Background: an optimization exercise with open tools, aiming at small area, a short achievable clock period and few clock cycles. Do not read the settings as production practice.
Function was checked by simulation only, so behaviour that the tests miss may differ from the original.
Power and IR drop assume default switching activity.

==> quartz: inputs <==
==> flow/design.v (excerpt) <==
module core_top(
    input  wire        rst_i,
    input  wire        clk_i,
    output wire        rom_ce_o,
    output wire [31:0] rom_addr_o,
    input  wire [31:0] rom_data_i,
    output wire        ram_ce_o,
    output wire [31:0] ram_addr_o,
    output wire [31:0] ram_wdata_o,
    input  wire [31:0] ram_rdata_i,
    output wire        ram_we_o
);
    wire        ex_stall;      
    wire        mem_stall;     
    wire        id_hazard;     
    wire        id_stall = id_hazard | ex_stall;
    wire        ex_redirect;   
    wire [31:0] ex_target;
    wire        id_redirect;   
    wire [31:0] id_target;
    reg  [31:0] pc;
    reg         ce_q;
    assign rom_addr_o = pc;
    assign rom_ce_o   = ce_q;
    reg         btb_v;
    reg  [29:0] btb_pc, btb_tgt;
    wire        btb_hit = btb_v & (pc[31:2] == btb_pc);
    always @(posedge clk_i) begin
        if (rst_i)
            ce_q <= 1'b1;
        if (rst_i)
            pc <= 32'h80;
        else if (ex_redirect)
            pc <= ex_target;
        else if (id_stall)
            pc <= pc;
        else if (id_redirect)
            pc <= id_target;
  ...
==> flow/config.mk <==
export PLATFORM = sky130hd
export DESIGN_NAME = core_top
export DESIGN_NICKNAME = core_top
export VERILOG_FILES = /design/flow/design.v
export SDC_FILE = /design/flow/constraint.sdc
export NUM_CORES = 4
export LEC_CHECK = 0
export CAP_MARGIN = 20
export CORE_MARGIN = 2
export CORE_UTILIZATION = 60
export PLACE_DENSITY = 0.75
export SLEW_MARGIN = 20
==> flow/constraint.sdc <==
create_clock -name core_clock -period 15.0 [get_ports {clk_i}]
set_input_delay 3.0000 -clock core_clock [delete_from_list [all_inputs] [get_ports {clk_i}]]
set_output_delay 3.0000 -clock core_clock [all_outputs]
set_load 0.01 [all_outputs]
standard.sh (not shown) runs the stock make flow with config.mk's settings and CLKGATE_MAP_FILE= SYNTH_SCRIPT=/design/flow/synth_recipe.tcl, a recipe that flattens the netlist after the stock synthesis.
==> flow/flow/run.sh <==
#!/bin/bash
# The standard ORFS layout (standard.sh), unchanged except that the
# timing repair steps (floorplan, CTS, global route) aim 10.6 ns below the
# clock period instead of at it, so that they keep shortening the critical
# paths. All of make's output goes to flow_orfs.log; each ORFS step also
# keeps its own log under orfs/logs/.
set -euo pipefail
bash standard.sh SETUP_SLACK_MARGIN=10.6 finish > flow_orfs.log 2>&1
==> onyx (differences from quartz) <==
--- a/flow/design.v
+++ b/flow/design.v
@@ -304,13 +304,13 @@
         end
     endfunction
     reg  [2:0]  st;         
     reg  [31:0] drem;       
     reg  [32:0] ddvs;       
     reg  [31:0] dq;         
-    reg  [5:0]  dd;         
+    reg  [4:0]  dza, dzb;   
     reg  [4:0]  dcnt;
     reg         dqneg, drneg;
     reg  [32:0] mS, mC;     
     reg         mcin;
     wire        a_zero = (a == 32'd0);
     wire        b_zero = (b == 32'd0);
@@ -318,13 +318,13 @@
     wire        aneg   = e_asgn & a[31];
     wire        bneg   = e_bsgn & b[31];
     wire [31:0] a_abs  = aneg ? (32'd0 - a) : a;
     wire [31:0] b_abs  = bneg ? (32'd0 - b) : b;
     wire [4:0]  clz_a  = clz32(a ^ {32{aneg}});
     wire [4:0]  clz_b  = clz32(b ^ {32{bneg}});
-    wire [5:0]  d_diff = {1'b0, clz_b} - {1'b0, clz_a} + {5'd0, aneg};
+    wire [5:0]  dd     = {1'b0, dzb} - {1'b0, dza} + {5'd0, drneg};
     wire [31:0] ma  = drem;
     wire [7:0]  mch = ddvs[7:0];
     wire [40:0] pp0 = {9'd0, ma & {32{mch[0]}}};
     wire [40:0] pp1 = {8'd0, ma & {32{mch[1]}}, mcin};
     wire [40:0] pp2 = {7'd0, ma & {32{mch[2]}}, 2'd0};
     wire [40:0] pp3 = {6'd0, ma & {32{mch[3]}}, 3'd0};
@@ -387,13 +387,14 @@
         end else if (e_valid & is_md & ~md_done) begin
             case (st)
                 3'd0: begin
                     drem  <= a_abs;
                     ddvs  <= {1'b0, b_abs};
                     dq    <= 32'd0;
-                    dd    <= d_diff;
+                    dza   <= clz_a;
+                    dzb   <= clz_b;
                     dqneg <= aneg ^ bneg;
                     drneg <= aneg;
                     mS    <= 33'd0;
                     mC    <= 33'd0;
                     mcin  <= 1'b0;
                     dcnt  <= 5'd3;
==> flow/flow/run.sh (replaced) <==
#!/bin/bash
# The standard ORFS layout (standard.sh), unchanged except that the
# timing repair steps (floorplan, CTS, global route) aim 10.5 ns below the
# clock period instead of at it, so that they keep shortening the critical
# paths. All of make's output goes to flow_orfs.log; each ORFS step also
# keeps its own log under orfs/logs/.
set -euo pipefail
bash standard.sh SETUP_SLACK_MARGIN=10.5 finish > flow_orfs.log 2>&1
Settings changed: CORE_UTILIZATION 60 to 50, PLACE_DENSITY 0.75 to 0.65.
==> amber (differences from quartz) <==
--- a/flow/design.v
+++ b/flow/design.v
@@ -84,13 +84,13 @@
     wire [31:0] pc_imm = d_pc + (i_jal ? imm_j : i_br ? imm_b : imm_u);
     wire [31:0] pc_4   = d_pc + 32'd4;
     wire        pred   = i_jal | (i_br & d_ins[31]);
     always @(posedge clk_i) begin
         if (rst_i)
             btb_v <= 1'b0;
-        else if (d_valid & pred & ~d_btb & i_br & ~(brz & ~brz_tk)) begin
+        else if (d_valid & pred & ~d_btb & i_br) begin
             btb_v   <= 1'b1;
             btb_pc  <= d_pc[31:2];
             btb_tgt <= pc_imm[31:2];
         end
     end
     reg  [31:0] rf [1:31];
@@ -150,25 +150,19 @@
     reg         e_alt;      
     reg         e_sub;      
     reg         e_jalr, e_st, e_csr, e_div;
     reg         c_eq, c_ne, c_lt, c_ge, c_ltu, c_geu, c_jr;
     reg  [8:0]  e_csel;
     reg         r_add, r_sh, r_slt, r_sltu, r_xor, r_or, r_and, r_aux, r_csr, r_md;
-    reg         e_asgn, e_bsgn;    
     wire [31:0] jr_sum  = e_aux + imm_i;
     wire        jr_fast = i_jalr & e_valid & e_wr & r_aux & (e_rd == rs1);
-    wire        e_addz  = e_valid & e_wr & r_add & ~e_sub;
-    wire        brz     = i_br & (f3[2:1] == 2'b00) & e_addz &
-                          (((rs2 == 5'd0) & (e_rd == rs1)) | ((rs1 == 5'd0) & (e_rd == rs2)));
-    wire        zsum    = &(~(e_op1 ^ e_op2 ^ {e_op1[30:0] | e_op2[30:0], 1'b0}));
-    wire        brz_tk  = f3[0] ^ zsum;
-    assign id_redirect = d_valid & (brz ? (brz_tk ^ d_btb) : ((pred & ~d_btb) | jr_fast));
-    assign id_target   = jr_fast ? {jr_sum[31:1], 1'b0} : (brz & ~brz_tk) ? pc_4 : pc_imm;
+    assign id_redirect = d_valid & ((pred & ~d_btb) | jr_fast);
+    assign id_target   = jr_fast ? {jr_sum[31:1], 1'b0} : pc_imm;
     wire id_go = d_valid & ~id_hazard;
-    wire bp_pos  = i_br & ~brz & ~pred;    
-    wire bp_neg = i_br & ~brz & pred;     
+    wire bp_pos  = i_br & ~pred;    
+    wire bp_neg = i_br & pred;     
     always @(posedge clk_i) begin
         if (rst_i | ex_redirect) begin
             e_valid <= 1'b0;
             c_eq <= 1'b0; c_ne <= 1'b0; c_lt <= 1'b0; c_ge <= 1'b0;
             c_ltu <= 1'b0; c_geu <= 1'b0; c_jr <= 1'b0;
         end else if (!ex_stall) begin
@@ -204,14 +198,12 @@
             r_xor   <= i_alu & (f3 == 3'b100);
             r_or    <= i_alu & (f3 == 3'b110);
             r_and   <= i_alu & (f3 == 3'b111);
             r_aux   <= i_lui | i_auipc | i_jal | i_jalr;
             r_csr   <= i_csr;
             r_md    <= i_m;
-            e_asgn  <= f3[2] ? ~f3[0] : (f3[1] ^ f3[0]);
-            e_bsgn  <= f3[2] ? ~f3[0] : (f3[1:0] == 2'b01);
         end
     end
     wire [31:0] a = e_op1;
     wire [31:0] b = e_op2;
     wire [31:0] b_x = b ^ {32{e_sub}};
     wire [32:0] sum = {1'b0, a} + {1'b0, b_x} + {32'd0, e_sub};
@@ -312,14 +304,16 @@
     reg         dqneg, drneg;
     reg  [32:0] mS, mC;     
     reg         mcin;
     wire        a_zero = (a == 32'd0);
     wire        b_zero = (b == 32'd0);
     wire        is_md  = e_mul | e_div;
-    wire        aneg   = e_asgn & a[31];
-    wire        bneg   = e_bsgn & b[31];
+    wire        asgn   = e_div ? ~e_f3[0] : (e_f3[1] ^ e_f3[0]);
+    wire        bsgn   = e_div ? ~e_f3[0] : (e_f3[1:0] == 2'b01);
+    wire        aneg   = asgn & a[31];
+    wire        bneg   = bsgn & b[31];
     wire [31:0] a_abs  = aneg ? (32'd0 - a) : a;
     wire [31:0] b_abs  = bneg ? (32'd0 - b) : b;
     wire [4:0]  clz_a  = clz32(a ^ {32{aneg}});
     wire [4:0]  clz_b  = clz32(b ^ {32{bneg}});
     wire [5:0]  d_diff = {1'b0, clz_b} - {1'b0, clz_a} + {5'd0, aneg};
     wire [31:0] ma  = drem;
Settings changed: CORE_UTILIZATION 60 to 50, PLACE_DENSITY 0.75 to 0.65.
==> delta (differences from quartz) <==
--- a/flow/design.v
+++ b/flow/design.v
@@ -304,13 +304,13 @@
         end
     endfunction
     reg  [2:0]  st;         
     reg  [31:0] drem;       
     reg  [32:0] ddvs;       
     reg  [31:0] dq;         
-    reg  [5:0]  dd;         
+    reg  [4:0]  dza, dzb;   
     reg  [4:0]  dcnt;
     reg         dqneg, drneg;
     reg  [32:0] mS, mC;     
     reg         mcin;
     wire        a_zero = (a == 32'd0);
     wire        b_zero = (b == 32'd0);
@@ -318,13 +318,13 @@
     wire        aneg   = e_asgn & a[31];
     wire        bneg   = e_bsgn & b[31];
     wire [31:0] a_abs  = aneg ? (32'd0 - a) : a;
     wire [31:0] b_abs  = bneg ? (32'd0 - b) : b;
     wire [4:0]  clz_a  = clz32(a ^ {32{aneg}});
     wire [4:0]  clz_b  = clz32(b ^ {32{bneg}});
-    wire [5:0]  d_diff = {1'b0, clz_b} - {1'b0, clz_a} + {5'd0, aneg};
+    wire [5:0]  dd     = {1'b0, dzb} - {1'b0, dza} + {5'd0, drneg};
     wire [31:0] ma  = drem;
     wire [7:0]  mch = ddvs[7:0];
     wire [40:0] pp0 = {9'd0, ma & {32{mch[0]}}};
     wire [40:0] pp1 = {8'd0, ma & {32{mch[1]}}, mcin};
     wire [40:0] pp2 = {7'd0, ma & {32{mch[2]}}, 2'd0};
     wire [40:0] pp3 = {6'd0, ma & {32{mch[3]}}, 3'd0};
@@ -387,13 +387,14 @@
         end else if (e_valid & is_md & ~md_done) begin
             case (st)
                 3'd0: begin
                     drem  <= a_abs;
                     ddvs  <= {1'b0, b_abs};
                     dq    <= 32'd0;
-                    dd    <= d_diff;
+                    dza   <= clz_a;
+                    dzb   <= clz_b;
                     dqneg <= aneg ^ bneg;
                     drneg <= aneg;
                     mS    <= 33'd0;
                     mC    <= 33'd0;
                     mcin  <= 1'b0;
                     dcnt  <= 5'd3;
Settings changed: CORE_UTILIZATION 60 to 50, PLACE_DENSITY 0.75 to 0.65.
==> comparison table <==
| item | onyx | delta | amber | quartz |
|---|---|---|---|---|
| Outcome | no timing/DRC/antenna violations | no timing/DRC/antenna violations | no timing/DRC/antenna violations | did not finish |
| Last stage reached | - | - | - | global routing (5_1_grt) |
| Instance count of the mapped netlist | 10035 | 10035 | 9995 | 10143 |
| Fillers | 18753 | 18640 | 18577 | - |
| Final antenna diode count | 20 | 17 | 12 | - |
| Area growth from synthesis to layout | 14.6% | 15.2% | 15.6% | - |
| Reg clk slew, reported paths | 0.06 ns | 0.06 ns | 0.07 ns | - |
| P_seq | 5.58 mW | 5.58 mW | 5.82 mW | - |
| Total number of sequential cells | 1804 | 1804 | 1798 | - |
| Buffers, non-clock | 706 | 750 | 787 | - |
| Worst skew pair latency | 0.92 ns | 0.87 ns | 0.89 ns | - |
| Combinational Power Share | 0.156 | 0.155 | 0.198 | - |
| Area share of and/or/nand/nor cells after synthesis | 0.101 | 0.101 | 0.100 | 0.103 |
| Number of non-filler instances in the completed layout | 13378 | 13406 | 13401 | - |
| Avg WL per Cell | 37.5 µm | 37.2 µm | 37.4 µm | - |
| Worst hold start | m_wrd | m_wrd | m_wrd | - |
| Cell Int Power | 8.91 mW | 9.00 mW | 9.28 mW | - |
| Area of the die | 232000 µm² | 232000 µm² | 232000 µm² | - |
Testbench counts of quartz, summed over its fixed seeds: cycles 99,816.
Testbench counts of onyx, summed over its fixed seeds: cycles 99,816.
Testbench counts of amber, summed over its fixed seeds: cycles 102,724.
Testbench counts of delta, summed over its fixed seeds: cycles 99,816.

==> separate check: timing with driven ports <==
How much do the figures lean on ideal ports? The routed layouts below were timed once more, with nothing changed but the port constraints.
Step 1 assumes that a clkbuf_16 drives the clock port and a buf_2 every other input.
Step 2 times the ports against the registers' clock, not the clock port: input delays grow and output delays shrink by t, the midpoint of the rising clock arrivals with the driver on.
a / b / c = ideal ports / drivers / drivers and shift; a / b = the first two.
| run | t (ns) | slack for setup (ns) | worst hold slack (ns) |
|---|---|---|---|
| onyx | 0.962 | 10.292 / 10.270 / 9.383 | 0.406 / 0.406 / 0.406 |
| amber | 0.964 | 10.152 / 10.152 / 9.577 | 0.437 / 0.437 / 0.437 |
| delta | 0.920 | 10.414 / 10.322 / 9.695 | 0.412 / 0.412 / 0.412 |
After both steps every run listed still meets setup and hold. The setup slack of onyx, which loses most, moves by -0.022 ns with the drivers and by -0.909 ns with both steps.
